Context: an optimization exercise on an open-source flow, tuned for small area and a short achievable clock period. The choices shown serve that exercise and are no tape-out recipe.
Function was checked by simulation only, so behaviour that the tests miss may differ from the original.

==> flow/design.v (outline; a module is shown in full before it is edited, if it fits) <==
// module bubble_sort: 900 lines
// module sort_mux16: 5 lines
// module sort_mux1: 3 lines
// module sort_inv: 3 lines
// module sort_inv16: 3 lines
// module sort_cmp: 26 lines
// module sort_xnor: 3 lines
// module sort_mux2i: 3 lines
// module sort_nand2: 3 lines
// module sort_nor2: 3 lines
module bubble_sort (
    input  logic         clk,
    input  logic         rst_n,
    input  logic         in_vld,
    input  logic [255:0] data_in,
    output logic         out_vld,
    output logic [255:0] data_o
);
  // ...
==> flow/run.sh <==
#!/bin/bash
# synth_recipe.tcl (not shown) runs the flow's synth.tcl, then flattens the netlist and writes it again
# the make line also repeats each setting of config.mk as NAME=value (left out here)
make -C /OpenROAD-flow-scripts/flow DESIGN_CONFIG=/design/flow/config.mk WORK_HOME=/design/flow/orfs CLKGATE_MAP_FILE= SYNTH_SCRIPT=/design/flow/synth_recipe.tcl finish
==> flow/config.mk <==
export PLATFORM = sky130hd
export DESIGN_NAME = bubble_sort
export DESIGN_NICKNAME = bubble_sort
export VERILOG_FILES = /design/flow/design.v
export SDC_FILE = /design/flow/constraint.sdc
export NUM_CORES = 4
export LEC_CHECK = 0
export CAP_MARGIN = 20
export CORE_MARGIN = 2
export CORE_UTILIZATION = 50
export SLEW_MARGIN = 20
export SYNTH_HIERARCHICAL = 1
export SYNTH_MINIMUM_KEEP_SIZE = 0
==> flow/constraint.sdc <==
create_clock -name core_clock -period 45.0 [get_ports {clk}]
set_input_delay 9.0000 -clock core_clock [delete_from_list [all_inputs] [get_ports {clk}]]
set_output_delay 9.0000 -clock core_clock [all_outputs]
set_load 0.01 [all_outputs]
==> flow_summary.yaml, run 1 <==
status:
  outcome: "complete, no violations"
layout:
  drive_above_1_share: 0.0237
  dominant_cells: "multi-input combinational cells"
  inv_count: 460
  final_cell_mix: "o22ai_1 (1,916), xnor2_1 (900), mux2i_1 (900), dfxtp_1 (782), clkdlybuf4s50_1 (515)"
  multi_input_area_share: 0.537
  diodes: 0
timing:
  finClkSkew_ns: 0.0354
  slew_headroom: 0.140
  timing.final.ws_setup_ns: 34.42
grt:
  met1_usage: 0.467
  grt_pass1_wl_mm: 281
  grt_usage: 0.370
clocking:
  clockBufferDepth: 3
  path_clk_slew_ns: 0.06
  cts_resized: 0
synthesis:
  synth_compound_area_frac: 0.246
  synth_top_area_frac: 0.321
  synth_top_family_by_area: "compound AO/OA/AOI/OAI gates"
setup_path:
  reg2reg_to: "s_6_2_6_q$_DFF_P_"
  critPathCapture: "data_o[71]"
  crit_chain: "clkdlybuf4s50_1"
  reg2reg_depth: 40
  cp_max_fo: 1
  crit_slowest_cell: "clkdlybuf4s50_1"
route:
  dr.pass1.iters: 7
place:
  pre_cts_ws_ns: 34.53
floorplanning:
  core-area_sq_um: 96700
==> run 2: changes to the inputs <==
==> flow/flow/run.sh (new file) <==
#!/bin/bash
# The standard layout (standard.sh: the standard synthesis and ORFS steps
# unchanged), except that the buffer ORFS puts on every input and output port
# is a sky130_fd_sc_hd__buf_1 instead of the cell buffer_ports picks by default.
set -euo pipefail
bash standard.sh "BUFFER_PORTS_ARGS=-buffer_cell sky130_fd_sc_hd__buf_1" finish > standard.log 2>&1
==> flow/standard.sh (new file) <==
#!/bin/bash
# synth_recipe.tcl (not shown) runs the flow's synth.tcl, then flattens the netlist and writes it again
# the make line also repeats each setting of config.mk as NAME=value (left out here)
make -C /OpenROAD-flow-scripts/flow DESIGN_CONFIG=/design/flow/config.mk WORK_HOME=/design/flow/orfs CLKGATE_MAP_FILE= SYNTH_SCRIPT=/design/flow/synth_recipe.tcl "${@:-finish}"
removed: flow/run.sh
==> run 2 against run 1 <==
Compared with the run above: still clean on timing, DRC and antenna; clock skew up 0.0068 ns; global-route usage grew 0.69 points; sequential cell count unchanged; die area unchanged; worst setup slack better by 0.36 ns; non-clock buffer count rose by 7; register-to-register slack better by 0.06 ns; critical path depth did not move; count of clock-buffer cells in the layout is 1 higher; critical path type unchanged; critical endpoint is now data_o[72]; largest cell class unchanged.
==> flow_summary.yaml, run 2 <==
floorplanning:
  start_util: 0.505
  dieArea_sq_um: 100000
  core-area_sq_um: 96700
  die_w_microns: 317
  die_h_microns: 317
  num_rows: 114
  io_pins: 516
synthesis:
  synth.yosys.warnings: 7
  synthArstFlopShare: 0.00382
  yosysMostFrequentCell: "o22ai_1"
  synth_top_area_frac: 0.321
  synth_area_sq_um: 48800
  netlist_instances: 5625
  synth_common_cells: "o22ai_1 (1,920), mux2i_1 (900), xnor2_1 (900)"
  synth_edf_count: 0
  synth-main-ff-cell: "dfxtp_1"
  yosysUniqueCellTypes: 8
  synth_seq_cells: 785
  yosysTopAreaCell: "dfxtp_1"
  avgSynthCellArea_sq_um: 8.68
  synth.area.top_cells: "dfxtp_1 (32%), o22ai_1 (25%), mux2i_1 (18%)"
  seq_area_frac_synth: 0.322
  syn-num-nets: 5884
min_path:
  hold_start: "r1_15[15]$_DFF_P_"
  hold_class: "reg -> reg"
route:
  dr.pass1.iters: 8
  postRouteAntennaNets: 0
  routed_wl_mm: 199
  wl_per_cell_microns: 26.2
  drt_first_iter_violations: 5981
  drc: 0
  vias: 49800
  avgViaCountPerCell: 6.56
layout:
  seqCellArea_sq_um: 15700
  multi_input_area_sq_um: 31400
  area_growth_pct: 13.4
  diodes: 0
  final_common_cell: "o22ai_1"
  final_nets: 6503
  n_fill_cell: 9068
  final_cell_mix: "o22ai_1 (1,920), xnor2_1 (900), mux2i_1 (900), dfxtp_1 (782), buf_1 (515)"
  drive_above_1_share: 0.0255
timing:
  slew_headroom: 0.104
  hold_viol: 0
  tns_ns: 0
  worst_pin_slew_ns: 1.34
  fin_crit_sh: 0.227
  fmax_ghz: 0.0979
  rsz0062_at_grt: "no"
  finClkSkew_ns: 0.0422
  finalSetupViolCount: 0
  fin_crit_ns: 10.21
  drv_slew: 0
setup_path:
  crit_slowest_cell: "dfxtp_1"
  cp-start-kind: "register"
  max_stage_delay_ns: 0.32
  worstReg2RegStart: "s_1_7_11_q$_DFF_P_"
  worstSetupPathType: "reg -> out"
  end_kind: "primary output"
  path_buf_inv: 1
  crit_chain: "buf_1"
  cp_max_fo: 1
  critPathLaunch: "r2_4[8]$_DFF_P_"
  cp_top_family: "flip-flops"
  crit_required_ns: 36.00
  crit_arrival_ns: 1.21
clocking:
  path_clk_slew_ns: 0.06
  postCtsSetupRepairBufs: 0
  cts_tree: "yes"
  htreeDepth: 3
  clockBufferDepth: 3
  cts.root.buffer_cell: "clkbuf_16"
  cts_resized: 0
  cts_inserted_buffers: 79
  clk_latency_ns: 0.69
  cts_hold_buf: 0
  cts.sinks: 785
place:
  hpwl_mm: 161
  place.port_buffers: 515
  gp_congestion: 1.10
status:
  outcome: "complete, no violations"
grt:
  overflow: 0
  grt_usage: 0.377
  grt_max_degree: 17
  antenna_found_initial: 0
  grt_pass1_vias: 45000
  grt_pass1_wl_mm: 285
flow_run:
  drv_cap: 0
## run 2: cell counts after synthesis
No cell type changed its count.
## run 2: per-stage QoR
| stage | area (sq um) | worst slack, ns | hold slack, ns | instances | utilization |
|---|---|---|---|---|---|
| 3_5_place_dp | 52500 | 34.88 | 0.312 | 7438 | 0.543 |
| 5_1_grt | 55400 | 34.53 | 0.329 | 7586 | 0.573 |
| 2_1_floorplan | 48800 | 35.17 | 0.310 | 5625 | - |
| 4_1_cts | 55400 | 34.76 | 0.323 | 7585 | 0.573 |
| 3_3_place_gp | 52500 | 34.94 | 0.311 | 7436 | 0.543 |
| 6_report | 55400 | 34.79 | 0.324 | 7586 | 0.573 |
## run 2: final timing paths
path	slack [ns]	depth (start not counted)	endpoint
worst max register to register	35.28	40	s_6_2_6_q$_DFF_P_
min in group asynchronous	8.10	1	vld_q[2]$_DFF_PN0_
max in group asynchronous	36.75	1	vld_q[1]$_DFF_PN0_
worst min register to register	0.32	0	r2_15[15]$_DFF_P_
worst max-delay path	34.79	1	data_o[72]
worst min-delay path	0.32	0	r2_15[15]$_DFF_P_
## run 2: logic make-up (layout without fill, tap and decap cells)
logic type | Yosys count | after routing | share of synthesized area
AO/OA/AOI/OAI | 1920 | 1920 | 0.246
XOR/XNOR | 900 | 900 | 0.161
buffers and inverters | 460 | 1145 | 0.0354
AND/OR/NAND/NOR | 660 | 660 | 0.0507
flip-flops | 785 | 785 | 0.322
multiplexers | 900 | 900 | 0.184
## run 2: cell type report
class | instances | share of cell area
clock buffer | 104 | 0.0405
tap | 1276 | 0.0288
sequential | 785 | 0.284
clock inverter | 43 | 0.0108
inverter | 460 | 0.0312
multi-input combinational | 4380 | 0.567
timing repair buffer | 538 | 0.0380
## run 2: modules after synthesis (local to each module, per instance), excerpt
module | flops+latches | cell area [sq um]
bubble_sort | 785 | 15700
sort_inv16 | 0 | 60.1
sort_mux2i | 0 | 10.0
sort_xnor | 0 | 8.76
sort_mux1 | 0 | 6.26
sort_inv | 0 | 3.75
sort_nand2 | 0 | 3.75
sort_nor2 | 0 | 3.75
## run 2: routing by layer
layer / track usage / up-vias / wire length (microns)
met5: 0 / - / 0
met2: 0.589 / 2888 / 87200
met4: 0.240 / 0 / 14300
met1: 0.478 / 23600 / 79300
li1: - / 22700 / -
met3: 0.0700 / 601 / 17900
==> run 3: changes to the inputs <==
--- a/flow/config.mk
+++ b/flow/config.mk
@@ -8,6 +8,8 @@
 export CAP_MARGIN = 20
 export CORE_MARGIN = 2
 export CORE_UTILIZATION = 50
+export CTS_CLUSTER_DIAMETER = 80
+export CTS_CLUSTER_SIZE = 30
 export SLEW_MARGIN = 20
 export SYNTH_HIERARCHICAL = 1
 export SYNTH_MINIMUM_KEEP_SIZE = 0
==> run 3 against run 2 <==
Compared with the run above: worst setup slack gained 0.025 ns; cell area down 3.1%; routed wire length down 1.1%; die area stayed put; still clean; highest routed layer unchanged; utilization is 1.8 points lower; fmax increased by 0.25%.
==> flow_summary.yaml, run 3 <==
setup_path:
  path_buf_inv: 1
  max_stage_delay_ns: 0.36
  crit_chain: "buf_1"
  crit_required_ns: 36.00
  crit_arrival_ns: 1.19
  cp_max_fo: 1
  cp-start-kind: "register"
  cp_top_family: "flip-flops"
  worstSetupPathType: "reg -> out"
  end_kind: "primary output"
  crit_slowest_cell: "dfxtp_1"
synthesis:
  synth.area.top_cells: "dfxtp_1 (32%), o22ai_1 (25%), mux2i_1 (18%)"
  synth-main-ff-cell: "dfxtp_1"
  synth.yosys.warnings: 7
  yosysTopAreaCell: "dfxtp_1"
  synth_common_cells: "o22ai_1 (1,920), mux2i_1 (900), xnor2_1 (900)"
  yosysUniqueCellTypes: 8
  synth_top_area_frac: 0.321
  synth_area_sq_um: 48800
  synthArstFlopShare: 0.00382
  yosysMostFrequentCell: "o22ai_1"
  synth_edf_count: 0
  netlist_instances: 5625
  synth_seq_cells: 785
  avgSynthCellArea_sq_um: 8.68
  syn-num-nets: 5884
  seq_area_frac_synth: 0.322
timing:
  fin_crit_sh: 0.226
  rsz0062_at_grt: "no"
  finalSetupViolCount: 0
  fin_crit_ns: 10.19
  drv_slew: 0
  fmax_ghz: 0.0982
  finClkSkew_ns: 0.0337
  tns_ns: 0
  worst_pin_slew_ns: 1.32
  slew_headroom: 0.118
  hold_viol: 0
clocking:
  clockBufferDepth: 3
  postCtsSetupRepairBufs: 0
  clk_latency_ns: 0.65
  path_clk_slew_ns: 0.11
  cts.sinks: 785
  cts.root.buffer_cell: "clkbuf_16"
  cts_inserted_buffers: 36
  cts_resized: 0
  cts_tree: "yes"
  htreeDepth: 2
  cts_hold_buf: 0
place:
  place.port_buffers: 515
  place_area_sq_um: 52500
  gp_congestion: 1.10
  hpwl_mm: 161
grt:
  grt_usage: 0.372
  grt_pass1_wl_mm: 282
  overflow: 0
  grt_pass1_vias: 44300
  antenna_found_initial: 0
  grt_max_degree: 32
floorplanning:
  dieArea_sq_um: 100000
  die_h_microns: 317
  core-area_sq_um: 96700
  die_w_microns: 317
  num_rows: 114
  start_util: 0.505
  io_pins: 516
route:
  routed_wl_mm: 196
  dr.pass1.iters: 6
  wl_met1_mm: 78.6
  drc: 0
  wl_per_cell_microns: 26.2
  avgViaCountPerCell: 6.57
  wl_met3_mm: 17.3
  dr_wl_met2_mm: 86.1
  drt_first_iter_violations: 5960
  vias: 49200
  route.top_layer_used: "met4"
  postRouteAntennaNets: 0
layout:
  final_cell_mix: "o22ai_1 (1,919), xnor2_1 (900), mux2i_1 (900), dfxtp_1 (782), buf_1 (515)"
  fin_util: 0.555
  seqCellArea_sq_um: 15700
  n_fill_cell: 9256
  final_area_sq_um: 53700
  drive_above_1_share: 0.0124
  area_growth_pct: 9.91
  final_common_cell: "o22ai_1"
  multi_input_area_sq_um: 31400
  diodes: 0
  final_nets: 6460
flow_run:
  drv_cap: 0
min_path:
  hold_class: "reg -> reg"
status:
  outcome: "complete, no violations"
[run 3: cell counts after synthesis]
No cell type changed its count.
[run 3: worst paths after layout]
check,from,end,slack (ns),cells past startpoint
worst max-delay path,r2_3[7]$_DFF_P_,data_o[55],34.81,1
worst max register to register,s_1_7_11_q$_DFF_P_,s_6_2_6_q$_DFF_P_,35.26,40
worst min-delay path,r1_0[5]$_DFF_P_,r2_0[5]$_DFF_P_,0.33,0
worst min register to register,r1_0[5]$_DFF_P_,r2_0[5]$_DFF_P_,0.33,0
max in group asynchronous,rst_n,vld_q[0]$_DFF_PN0_,36.73,1
min in group asynchronous,rst_n,vld_q[2]$_DFF_PN0_,8.12,1
[run 3: routing by layer]
| layer | vias to the layer above | GRT usage |
|---|---|---|
| met4 | 0 | 0.242 |
| li1 | 22600 | - |
| met1 | 23400 | 0.475 |
| met2 | 2730 | 0.581 |
| met5 | - | 0 |
| met3 | 553 | 0.0627 |
[run 3: stage by stage]
| step | hold WS [ns] | instances | worst slack, ns |
|---|---|---|---|
| floorplan | 0.310 | 5625 | 35.17 |
| finish | 0.330 | 7495 | 34.81 |
| global placement | 0.311 | 7436 | 34.94 |
| global route | 0.337 | 7495 | 34.49 |
| detailed placement | 0.312 | 7438 | 34.88 |
| CTS | 0.328 | 7494 | 34.78 |
[run 3: layout make-up]
| type | instances | area share |
|---|---|---|
| well taps | 1276 | 0.0297 |
| inverters | 460 | 0.0322 |
| clock inverters | 16 | 0.00364 |
| flip-flops and latches | 785 | 0.293 |
| clock buffers | 40 | 0.0175 |
| repair buffers | 538 | 0.0392 |
| multi-input cells | 4380 | 0.585 |
[run 3: cell families after synthesis]
kind of cell / synth area share
AO/OA/AOI/OAI: 0.246
XOR/XNOR: 0.161
buffers and inverters: 0.0354
flip-flops: 0.322
multiplexers: 0.184
AND/OR/NAND/NOR: 0.0507
[run 3: per-module statistics from Yosys, one instance, submodules excluded, excerpt]
module | area, sq um | cells inside | copies in the design | flops+latches
sort_nor2 | 3.75 | 1 | 180 | 0
sort_mux1 | 6.26 | 1 | 1920 | 0
bubble_sort | 15700 | 785 | 1 | 785
sort_mux2i | 10.0 | 1 | 900 | 0
sort_inv | 3.75 | 1 | 300 | 0
sort_nand2 | 3.75 | 1 | 480 | 0
==> run 4: changes to the inputs <==
--- a/flow/config.mk
+++ b/flow/config.mk
@@ -8,7 +8,7 @@
 export CAP_MARGIN = 20
 export CORE_MARGIN = 2
 export CORE_UTILIZATION = 50
-export CTS_CLUSTER_DIAMETER = 80
+export CTS_CLUSTER_DIAMETER = 120
 export CTS_CLUSTER_SIZE = 30
 export SLEW_MARGIN = 20
 export SYNTH_HIERARCHICAL = 1
==> run 4 against run 3 <==
Compared with the run above: utilization shrank 0.26 points; highest routed layer unchanged; count of clock-buffer cells in the layout shrank 6; hold slack gained 0.0050 ns; die area is the same; register-to-register slack gained 0.02 ns; worst setup slack lost 0.035 ns; via count is essentially flat; clock skew shrank 0.0092 ns; critical path type unchanged; critical path depth is the same; non-clock buffer count is the same.
==> flow_summary.yaml, run 4 <==
floorplanning:
  dieArea_sq_um: 100000
  num_rows: 114
  die_w_microns: 317
  start_util: 0.505
  die_h_microns: 317
  io_pins: 516
  core-area_sq_um: 96700
synthesis:
  synthSimpleGateAreaFrac: 0.0507
  synth_top_area_frac: 0.321
  synth.area.top_cells: "dfxtp_1 (32%), o22ai_1 (25%), mux2i_1 (18%)"
  netlist_instances: 5625
  synthArstFlopShare: 0.00382
  syn-num-nets: 5884
  synth_common_cells: "o22ai_1 (1,920), mux2i_1 (900), xnor2_1 (900)"
  synth_mux_area_frac: 0.184
  yosysUniqueCellTypes: 8
  seq_area_frac_synth: 0.322
  synth-main-ff-cell: "dfxtp_1"
  yosysMostFrequentCell: "o22ai_1"
  synth_compound_area_frac: 0.246
  synth_seq_cells: 785
  synth.yosys.warnings: 7
  synth_area_sq_um: 48800
  synth_top_family_by_area: "compound AO/OA/AOI/OAI gates"
  synthAdderAreaFrac: 0
  synth_xor_area_frac: 0.161
  avgSynthCellArea_sq_um: 8.68
  synth_edf_count: 0
  yosysTopAreaCell: "dfxtp_1"
clocking:
  cts_inserted_buffers: 31
  clockBufferDepth: 3
  cts.sinks: 785
  clk_latency_ns: 0.67
  cts_resized: 0
  cts_hold_buf: 0
  path_clk_slew_ns: 0.11
  cts.root.buffer_cell: "clkbuf_16"
  cts_tree: "yes"
  htreeDepth: 1
  postCtsSetupRepairBufs: 0
timing:
  worst_pin_slew_ns: 1.32
  fmax_ghz: 0.0978
  fin_crit_sh: 0.227
  rsz0062_at_grt: "no"
  slew_headroom: 0.121
  tns_ns: 0
  drv_slew: 0
  hold_viol: 0
  finalSetupViolCount: 0
  fin_crit_ns: 10.22
  finClkSkew_ns: 0.0245
setup_path:
  r2r_slack_ns: 35.28
  max_stage_delay_ns: 0.37
  worstReg2RegStart: "s_1_0_13_q$_DFF_P_"
  crit_required_ns: 36.00
  path_buf_inv: 1
  crit_chain: "buf_1"
  worstSetupPathType: "reg -> out"
  reg2reg_depth: 39
  cp_top_family: "flip-flops"
  reg2reg_to: "s_6_11_14_q$_DFF_P_"
  crit_arrival_ns: 1.22
  end_kind: "primary output"
  crit_slowest_cell: "dfxtp_1"
  cp-start-kind: "register"
  cp_max_fo: 1
min_path:
  holdPathEnd: "r2_15[9]$_DFF_P_"
  hold_class: "reg -> reg"
  hold_start: "r1_15[9]$_DFF_P_"
  holdPathStages: 0
grt:
  grt_max_degree: 32
  antenna_found_initial: 0
  grt_pass1_wl_mm: 281
  overflow: 0
  grt_pass1_vias: 44200
  grt_usage: 0.370
place:
  place_area_sq_um: 52500
  place.port_buffers: 515
  hpwl_mm: 161
  gp_congestion: 1.10
route:
  avgViaCountPerCell: 6.58
  wl_per_cell_microns: 26.2
  postRouteAntennaNets: 0
  dr.pass1.iters: 9
  routed_wl_mm: 196
  drt_first_iter_violations: 5845
  vias: 49200
  drc: 0
layout:
  area_growth_pct: 9.40
  diodes: 0
  final_cell_mix: "o22ai_1 (1,919), xnor2_1 (900), mux2i_1 (900), dfxtp_1 (782), buf_1 (515)"
  final_common_cell: "o22ai_1"
  final_area_sq_um: 53400
  final_nets: 6455
  drive_above_1_share: 0.00984
  fin_util: 0.552
status:
  outcome: "complete, no violations"
flow_run:
  drv_cap: 0
## run 4: logic make-up after synthesis
family                 Yosys count
buffers and inverters          460
AND/OR/NAND/NOR                660
flip-flops                     785
AO/OA/AOI/OAI                 1920
multiplexers                   900
XOR/XNOR                       900
## run 4: area by class of cell
type | instances | area [sq um]
Fill cell | 9288 | 43300
Tap cell | 1276 | 1600
Timing Repair Buffer | 538 | 2110
Clock buffer | 34 | 797
Clock inverter | 5 | 83.8
Sequential cell | 785 | 15700
Multi-Input combinational cell | 4380 | 31400
Inverter | 460 | 1730
## run 4: worst max-delay path by stage
| stage | start | endpoint | slack [ns] | cells past startpoint |
|---|---|---|---|---|
| after floorplan | data_in[223] | s_1_0_13_q$_DFF_P_ | 35.17 | 5 |
| after global placement | data_in[247] | s_1_2_15_q$_DFF_P_ | 34.94 | 6 |
| after detailed placement | data_in[243] | s_1_2_15_q$_DFF_P_ | 34.88 | 6 |
| after CTS | r2_3[7]$_DFF_P_ | data_o[55] | 34.75 | 1 |
| after global routing | s_1_2_15_q$_DFF_P_ | s_6_1_4_q$_DFF_P_ | 34.49 | 40 |
| final | r2_3[7]$_DFF_P_ | data_o[55] | 34.78 | 1 |
## run 4: through the flow
step                cells  hold WS, ns  setup WS, ns
global placement     7436        0.311         34.94
CTS                  7477        0.337         34.75
floorplan            5625        0.310         35.17
finish               7478        0.335         34.78
global route         7478        0.340         34.49
detailed placement   7438        0.312         34.88
## run 4: metal layers
layer | global-route usage | wire length (microns) | vias to the layer above
met5 | 0 | 0 | -
met1 | 0.477 | 78800 | 23300
met3 | 0.0542 | 17200 | 560
met2 | 0.583 | 86300 | 2784
li1 | - | - | 22500
met4 | 0.230 | 13900 | 0
## run 4: Yosys stat by module (local to each module, per instance), excerpt
| module | flops+latches | cells inside |
|---|---|---|
| sort_nand2 | 0 | 1 |
| bubble_sort | 785 | 785 |
| sort_xnor | 0 | 1 |
| sort_inv16 | 0 | 16 |
| sort_nor2 | 0 | 1 |
| sort_mux1 | 0 | 1 |
| sort_mux2i | 0 | 1 |
| sort_inv | 0 | 1 |

[afterwards: timing with drivers on the ports]
How much do the figures lean on ideal ports? The routed layouts below were timed once more, with nothing changed but the port constraints.
Step 1 (the two cells are an assumption about what drives the block):
set clk [get_ports {clk}]
set_driving_cell -lib_cell sky130_fd_sc_hd__clkbuf_16 $clk
set_driving_cell -lib_cell sky130_fd_sc_hd__buf_2 [delete_from_list [all_inputs] $clk]
Step 2 adds t to the input delays and takes it off the output delays; t is the mean of the earliest and latest rising clock arrival at the registers after step 1. Input paths then give back, and output paths get back, about the clock's delay inside the block.
Slacks: ideal / step 1 / step 2; pairs: ideal / step 1.
run	t (ns)	setup slack, ns	hold WS [ns]	worst setup path after step 2	slew at the worst register clock pin (ns)
run 1	0.740	34.425 / 34.348 / 34.453	0.324 / 0.324 / 0.324	input to register	0.06 / 0.06
run 2	0.750	34.787 / 34.708 / 34.890	0.324 / 0.324 / 0.324	input to register	0.07 / 0.07
run 3	0.716	34.812 / 34.733 / 34.842	0.330 / 0.330 / 0.330	input to register	0.11 / 0.11
run 4	0.734	34.778 / 34.703 / 34.900	0.335 / 0.335 / 0.335	input to register	0.11 / 0.11
After both steps setup and hold are still met in every run listed.
